This is an optimization exercise on Yosys and OpenROAD, whose aim is small area, a short achievable clock period and few clock cycles per item, not a production implementation.
RTL that was checked went through simulation tests only; none was proved equivalent to the original.

v6:
// cordic
module cordic #(parameter WIDTH = 32, ITER = 16)(
    input clk,
    input rst,
    input start,
    input mode,  
    input signed [WIDTH-1:0] x_in,
    input signed [WIDTH-1:0] y_in,
    input signed [WIDTH-1:0] z_in,
    output signed [WIDTH-1:0] x_out,
    output signed [WIDTH-1:0] y_out,
    output signed [WIDTH-1:0] z_out,
    output reg done
);
Size in the first run: about 2100 cells after synthesis, roughly 200 I/O pins, ~11000 µm² of cells after synthesis.
==> flow/config.mk <==
export PLATFORM = sky130hd
export DESIGN_NAME = cordic
export DESIGN_NICKNAME = cordic
export VERILOG_FILES = /design/flow/design.v
export SDC_FILE = /design/flow/constraint.sdc
export NUM_CORES = 4
export LEC_CHECK = 0
export ABC_AREA = 1
export CAP_MARGIN = 20
export CORE_MARGIN = 2
export CORE_UTILIZATION = 40
export SETUP_SLACK_MARGIN = 3
export SLEW_MARGIN = 20
==> flow/constraint.sdc <==
create_clock -name core_clock -period 7.0 [get_ports {clk}]
set_input_delay 1.4000 -clock core_clock [delete_from_list [all_inputs] [get_ports {clk}]]
set_output_delay 1.4000 -clock core_clock [all_outputs]
set_load 0.01 [all_outputs]
standard.sh (not shown) runs the stock make flow with config.mk's settings and CLKGATE_MAP_FILE= SYNTH_SCRIPT=/design/flow/synth_recipe.tcl, a recipe that flattens the netlist after the stock synthesis.
==> flow/flow/run.sh <==
#!/bin/bash
# The standard layout with two changes: plain buf_1 cells as the port buffers
# (buffer_ports otherwise picks delay buffers), and no adder-cell mapping in
# synthesis (ADDER_MAP_FILE empty), so abc maps the adders' prefix logic from
# gates instead of ha/fa cells. Registers and their names are unchanged.
# make's output goes to make.log here; each ORFS step keeps its own log under orfs/logs.
set -euo pipefail
export BUFFER_PORTS_ARGS="-buffer_cell sky130_fd_sc_hd__buf_1"
bash standard.sh ADDER_MAP_FILE= finish > make.log 2>&1
v6 reached the end of the flow, and the finished layout is clean on the timing, design-rule and antenna checks.
[inputs] v7 vs v6
Settings: swapping 3 for 3.5 in SETUP_SLACK_MARGIN.
## What came out
- v7 ends up with a endpoint arrival time on the critical path that is 290 ps lower than in v6.
- Relative to v6, non-clock buffer count has gone up in v7.
- Looking at final non-filler cell area, v7 sits 520 µm² above v6.
No run of this note included a check of the RTL's function; only the layout flow was run.

========
cordic, a different RTL version from the one above (not shown whole).
Size in the first run: about 110 flip-flops, about 200 I/O pins.
Settings: LEC_CHECK=0, ABC_AREA=1, CAP_MARGIN=20, CORE_MARGIN=2, CORE_UTILIZATION=45, SETUP_SLACK_MARGIN=3.75, SLEW_MARGIN=20; clock period 7.0 ns.
Scripts as last shown in full above: flow/flow/run.sh
The starting point passed the timing, design-rule and antenna checks.
Testbench counts at the start, summed over its fixed seeds: cycles 57,592, ops 3,200.
Then changed:
--- a/flow/config.mk
+++ b/flow/config.mk
@@ -11,3 +11,3 @@
 export CORE_UTILIZATION = 45
-export SETUP_SLACK_MARGIN = 3.75
+export SETUP_SLACK_MARGIN = 3.6
 export SLEW_MARGIN = 20
Result:
- The changed run passed the timing, design-rule and antenna checks
- register-to-register slack degrades by 0.05 ns
- global-route usage fell by 0.26 points
- worst setup slack degrades by 0.052 ns
- via count fell by 1.7%
- synthesized area does not change
Then changed:
--- a/flow/config.mk
+++ b/flow/config.mk
@@ -11,2 +11,4 @@
 export CORE_UTILIZATION = 45
+export CTS_CLUSTER_DIAMETER = 100
+export CTS_CLUSTER_SIZE = 30
 export SETUP_SLACK_MARGIN = 3.6
Outcome: Count of clock-buffer cells in the layout stays the same. Wire length stays the same. Setup slack is unchanged. First-iteration DRC count is unchanged. Fmax stays the same.
Then changed:
--- a/flow/config.mk
+++ b/flow/config.mk
@@ -11,4 +11,3 @@
 export CORE_UTILIZATION = 45
-export CTS_CLUSTER_DIAMETER = 100
-export CTS_CLUSTER_SIZE = 30
+export PLACE_DENSITY = 0.7
 export SETUP_SLACK_MARGIN = 3.6
=>
- cell count barely changes
- count of clock-buffer cells in the layout is unchanged
- setup slack improves by 0.0034 ns
- non-clock buffer count went up by 8
- clock skew went down by 0.0057 ns
- area after synthesis is unchanged

========
The RTL this note starts from:
==> flow/design.v <==
module cordic #(parameter WIDTH = 32, ITER = 16)(
    input clk,
    input rst,
    input start,
    input mode,  
    input signed [WIDTH-1:0] x_in,
    input signed [WIDTH-1:0] y_in,
    input signed [WIDTH-1:0] z_in,
    output signed [WIDTH-1:0] x_out,
    output signed [WIDTH-1:0] y_out,
    output signed [WIDTH-1:0] z_out,
    output reg done
);
    localparam signed [WIDTH-1:0] K = 32'sd19898;   
    reg signed [WIDTH-1:0] x, y, z;
    reg [3:0] i;       
    reg [3:0] ix, iy;  
    reg busy;
    reg mode_r;        
    function signed [WIDTH-1:0] atan_table;
        input [3:0] idx;
        case (idx)
            4'd0:  atan_table = 32'sd25736;
            4'd1:  atan_table = 32'sd15192;
            4'd2:  atan_table = 32'sd8027;
            4'd3:  atan_table = 32'sd4074;
            4'd4:  atan_table = 32'sd2045;
            4'd5:  atan_table = 32'sd1023;
            4'd6:  atan_table = 32'sd511;
            4'd7:  atan_table = 32'sd256;
            4'd8:  atan_table = 32'sd128;
            4'd9:  atan_table = 32'sd64;
            4'd10: atan_table = 32'sd32;
            4'd11: atan_table = 32'sd16;
            4'd12: atan_table = 32'sd8;
            4'd13: atan_table = 32'sd4;
            4'd14: atan_table = 32'sd2;
            default: atan_table = 32'sd1;
        endcase
    endfunction
    function [WIDTH-1:0] addsub;
        input [WIDTH-1:0] a;
        input [WIDTH-1:0] b;
        input sub;
        reg [WIDTH-1:0] bb, p, g, pp, gg, pn, gn;
        begin
            bb = b ^ {WIDTH{sub}};
            p = a ^ bb;
            g = a & bb;
            g[0] = g[0] | (p[0] & sub);
            gg = g; pp = p; gn = g; pn = p;
                gn[1] = gg[1] | (pp[1] & gg[0]); pn[1] = pp[1] & pp[0];
                gn[3] = gg[3] | (pp[3] & gg[2]); pn[3] = pp[3] & pp[2];
                gn[5] = gg[5] | (pp[5] & gg[4]); pn[5] = pp[5] & pp[4];
                gn[7] = gg[7] | (pp[7] & gg[6]); pn[7] = pp[7] & pp[6];
                gn[9] = gg[9] | (pp[9] & gg[8]); pn[9] = pp[9] & pp[8];
                gn[11] = gg[11] | (pp[11] & gg[10]); pn[11] = pp[11] & pp[10];
                gn[13] = gg[13] | (pp[13] & gg[12]); pn[13] = pp[13] & pp[12];
                gn[15] = gg[15] | (pp[15] & gg[14]); pn[15] = pp[15] & pp[14];
                gn[17] = gg[17] | (pp[17] & gg[16]); pn[17] = pp[17] & pp[16];
                gn[19] = gg[19] | (pp[19] & gg[18]); pn[19] = pp[19] & pp[18];
                gn[21] = gg[21] | (pp[21] & gg[20]); pn[21] = pp[21] & pp[20];
                gn[23] = gg[23] | (pp[23] & gg[22]); pn[23] = pp[23] & pp[22];
                gn[25] = gg[25] | (pp[25] & gg[24]); pn[25] = pp[25] & pp[24];
                gn[27] = gg[27] | (pp[27] & gg[26]); pn[27] = pp[27] & pp[26];
                gn[29] = gg[29] | (pp[29] & gg[28]); pn[29] = pp[29] & pp[28];
                gn[31] = gg[31] | (pp[31] & gg[30]); pn[31] = pp[31] & pp[30];
                gg = gn; pp = pn;
                gn[3] = gg[3] | (pp[3] & gg[1]); pn[3] = pp[3] & pp[1];
                gn[7] = gg[7] | (pp[7] & gg[5]); pn[7] = pp[7] & pp[5];
                gn[11] = gg[11] | (pp[11] & gg[9]); pn[11] = pp[11] & pp[9];
                gn[15] = gg[15] | (pp[15] & gg[13]); pn[15] = pp[15] & pp[13];
                gn[19] = gg[19] | (pp[19] & gg[17]); pn[19] = pp[19] & pp[17];
                gn[23] = gg[23] | (pp[23] & gg[21]); pn[23] = pp[23] & pp[21];
                gn[27] = gg[27] | (pp[27] & gg[25]); pn[27] = pp[27] & pp[25];
                gn[31] = gg[31] | (pp[31] & gg[29]); pn[31] = pp[31] & pp[29];
                gg = gn; pp = pn;
                gn[7] = gg[7] | (pp[7] & gg[3]); pn[7] = pp[7] & pp[3];
                gn[15] = gg[15] | (pp[15] & gg[11]); pn[15] = pp[15] & pp[11];
                gn[23] = gg[23] | (pp[23] & gg[19]); pn[23] = pp[23] & pp[19];
                gn[31] = gg[31] | (pp[31] & gg[27]); pn[31] = pp[31] & pp[27];
                gg = gn; pp = pn;
                gn[15] = gg[15] | (pp[15] & gg[7]); pn[15] = pp[15] & pp[7];
                gn[31] = gg[31] | (pp[31] & gg[23]); pn[31] = pp[31] & pp[23];
                gg = gn; pp = pn;
                gn[31] = gg[31] | (pp[31] & gg[15]); pn[31] = pp[31] & pp[15];
                gg = gn; pp = pn;
                gn[23] = gg[23] | (pp[23] & gg[15]); pn[23] = pp[23] & pp[15];
                gg = gn; pp = pn;
                gn[11] = gg[11] | (pp[11] & gg[7]); pn[11] = pp[11] & pp[7];
                gn[19] = gg[19] | (pp[19] & gg[15]); pn[19] = pp[19] & pp[15];
                gn[27] = gg[27] | (pp[27] & gg[23]); pn[27] = pp[27] & pp[23];
                gg = gn; pp = pn;
                gn[5] = gg[5] | (pp[5] & gg[3]); pn[5] = pp[5] & pp[3];
                gn[9] = gg[9] | (pp[9] & gg[7]); pn[9] = pp[9] & pp[7];
                gn[13] = gg[13] | (pp[13] & gg[11]); pn[13] = pp[13] & pp[11];
                gn[17] = gg[17] | (pp[17] & gg[15]); pn[17] = pp[17] & pp[15];
                gn[21] = gg[21] | (pp[21] & gg[19]); pn[21] = pp[21] & pp[19];
                gn[25] = gg[25] | (pp[25] & gg[23]); pn[25] = pp[25] & pp[23];
                gn[29] = gg[29] | (pp[29] & gg[27]); pn[29] = pp[29] & pp[27];
                gg = gn; pp = pn;
                gn[2] = gg[2] | (pp[2] & gg[1]); pn[2] = pp[2] & pp[1];
                gn[4] = gg[4] | (pp[4] & gg[3]); pn[4] = pp[4] & pp[3];
                gn[6] = gg[6] | (pp[6] & gg[5]); pn[6] = pp[6] & pp[5];
                gn[8] = gg[8] | (pp[8] & gg[7]); pn[8] = pp[8] & pp[7];
                gn[10] = gg[10] | (pp[10] & gg[9]); pn[10] = pp[10] & pp[9];
                gn[12] = gg[12] | (pp[12] & gg[11]); pn[12] = pp[12] & pp[11];
                gn[14] = gg[14] | (pp[14] & gg[13]); pn[14] = pp[14] & pp[13];
                gn[16] = gg[16] | (pp[16] & gg[15]); pn[16] = pp[16] & pp[15];
                gn[18] = gg[18] | (pp[18] & gg[17]); pn[18] = pp[18] & pp[17];
                gn[20] = gg[20] | (pp[20] & gg[19]); pn[20] = pp[20] & pp[19];
                gn[22] = gg[22] | (pp[22] & gg[21]); pn[22] = pp[22] & pp[21];
                gn[24] = gg[24] | (pp[24] & gg[23]); pn[24] = pp[24] & pp[23];
                gn[26] = gg[26] | (pp[26] & gg[25]); pn[26] = pp[26] & pp[25];
                gn[28] = gg[28] | (pp[28] & gg[27]); pn[28] = pp[28] & pp[27];
                gn[30] = gg[30] | (pp[30] & gg[29]); pn[30] = pp[30] & pp[29];
                gg = gn; pp = pn;
            addsub = p ^ {gg[WIDTH-2:0], sub};
        end
    endfunction
    wire signed [WIDTH-1:0] xs = x >>> ix;
    wire signed [WIDTH-1:0] ys = y >>> iy;
    wire d = mode_r ? y[WIDTH-1] : ~z[WIDTH-1];
    wire signed [WIDTH-1:0] xn = addsub(x, ys, d);
    wire signed [WIDTH-1:0] yn = addsub(y, xs, ~d);
    wire signed [WIDTH-1:0] zn = addsub(z, atan_table(i), d);
    wire load = start & ~busy;
    always @(posedge clk) begin
        ix <= busy ? ix + 4'd1 : 4'd0;
        iy <= busy ? iy + 4'd1 : 4'd0;
        if (!busy)
            mode_r <= mode;
        if (busy) begin
            x <= xn;
            y <= yn;
            z <= zn;
        end else begin
            x <= mode ? x_in : K;
            y <= mode ? y_in : {WIDTH{1'b0}};
            z <= mode ? {WIDTH{1'b0}} : z_in;
        end
    end
    always @(posedge clk or posedge rst) begin
        if (rst) begin
            busy <= 1'b0;
            done <= 1'b0;
            i <= 4'd0;
        end else begin
            done <= busy & (i == ITER - 1);
            if (busy) begin
                i <= i + 4'd1;
            end
            if (load)
                busy <= 1'b1;
            else if (i == ITER - 1) begin
                busy <= 1'b0;
            end
        end
    end
    assign x_out = x;
    assign y_out = y;
    assign z_out = z;
endmodule
export LEC_CHECK = 0
export ABC_AREA = 1
export CAP_MARGIN = 20
export CORE_MARGIN = 2
export CORE_UTILIZATION = 42
export SETUP_SLACK_MARGIN = 3.6
export SLEW_MARGIN = 20
create_clock -name core_clock -period 7.0 [get_ports {clk}]
Scripts as last shown in full above: flow/flow/run.sh
Testbench counts at the start, summed over its fixed seeds: cycles 57,592, ops 3,200.
Edit:
Settings changed: CORE_UTILIZATION 42 to 50.
Hold slack is about the same. Die area shrinks by 16%. Cell area grows by 0.80%. Count of clock-buffer cells in the layout grows by 1. Sequential share of layout area shrinks by 0.12 points. Utilization grows by 9.7 points. Final cell count shrinks by 1.9%.

## what the ideal ports hide
Ports are ideal in the flow. The routed layouts listed here were re-timed in OpenROAD.
Step 1, drivers: a clkbuf_16 drives clk and a buf_2 each remaining input, both assumed.
Step 2 adds t to the input delays and takes it off the output delays; t is the mean of the earliest and latest rising clock arrival at the registers after step 1. Input paths then give back, and output paths get back, about the clock's delay inside the block.
a / b / c = no drivers / after step 1 / after step 2; a / b = the first two.
run | t, ns | slack for setup (ns) | worst setup path after step 2 | worst slew at a driven data input, ns | cell pins on the clock port's net
v6 | 0.423 | 3.399 / 3.399 / 3.233 | input to register | 0.07 | 1
v7 | 0.424 | 3.692 / 3.692 / 3.379 | input to register | 0.08 | 1
the first run of note 2 | 0.421 | 3.936 / 3.936 / 3.693 | input to register | 0.05 | 1
the second run of note 2 | 0.417 | 3.884 / 3.884 / 3.755 | input to register | 0.05 | 1
the third run of note 2 | 0.417 | 3.884 / 3.884 / 3.755 | input to register | 0.05 | 1
the fourth run of note 2 | 0.420 | 3.887 / 3.887 / 3.530 | input to register | 0.06 | 1
the first run of note 3 | 0.420 | 3.905 / 3.905 / 3.817 | input to register | 0.06 | 1
the second run of note 3 | 0.419 | 3.907 / 3.907 / 3.736 | input to register | 0.06 | 1
After both steps setup and hold are still met in every run listed. For the fourth run of note 2, which loses most, drivers alone change the setup slack by 0.000 ns; drivers and shift together by -0.357 ns.
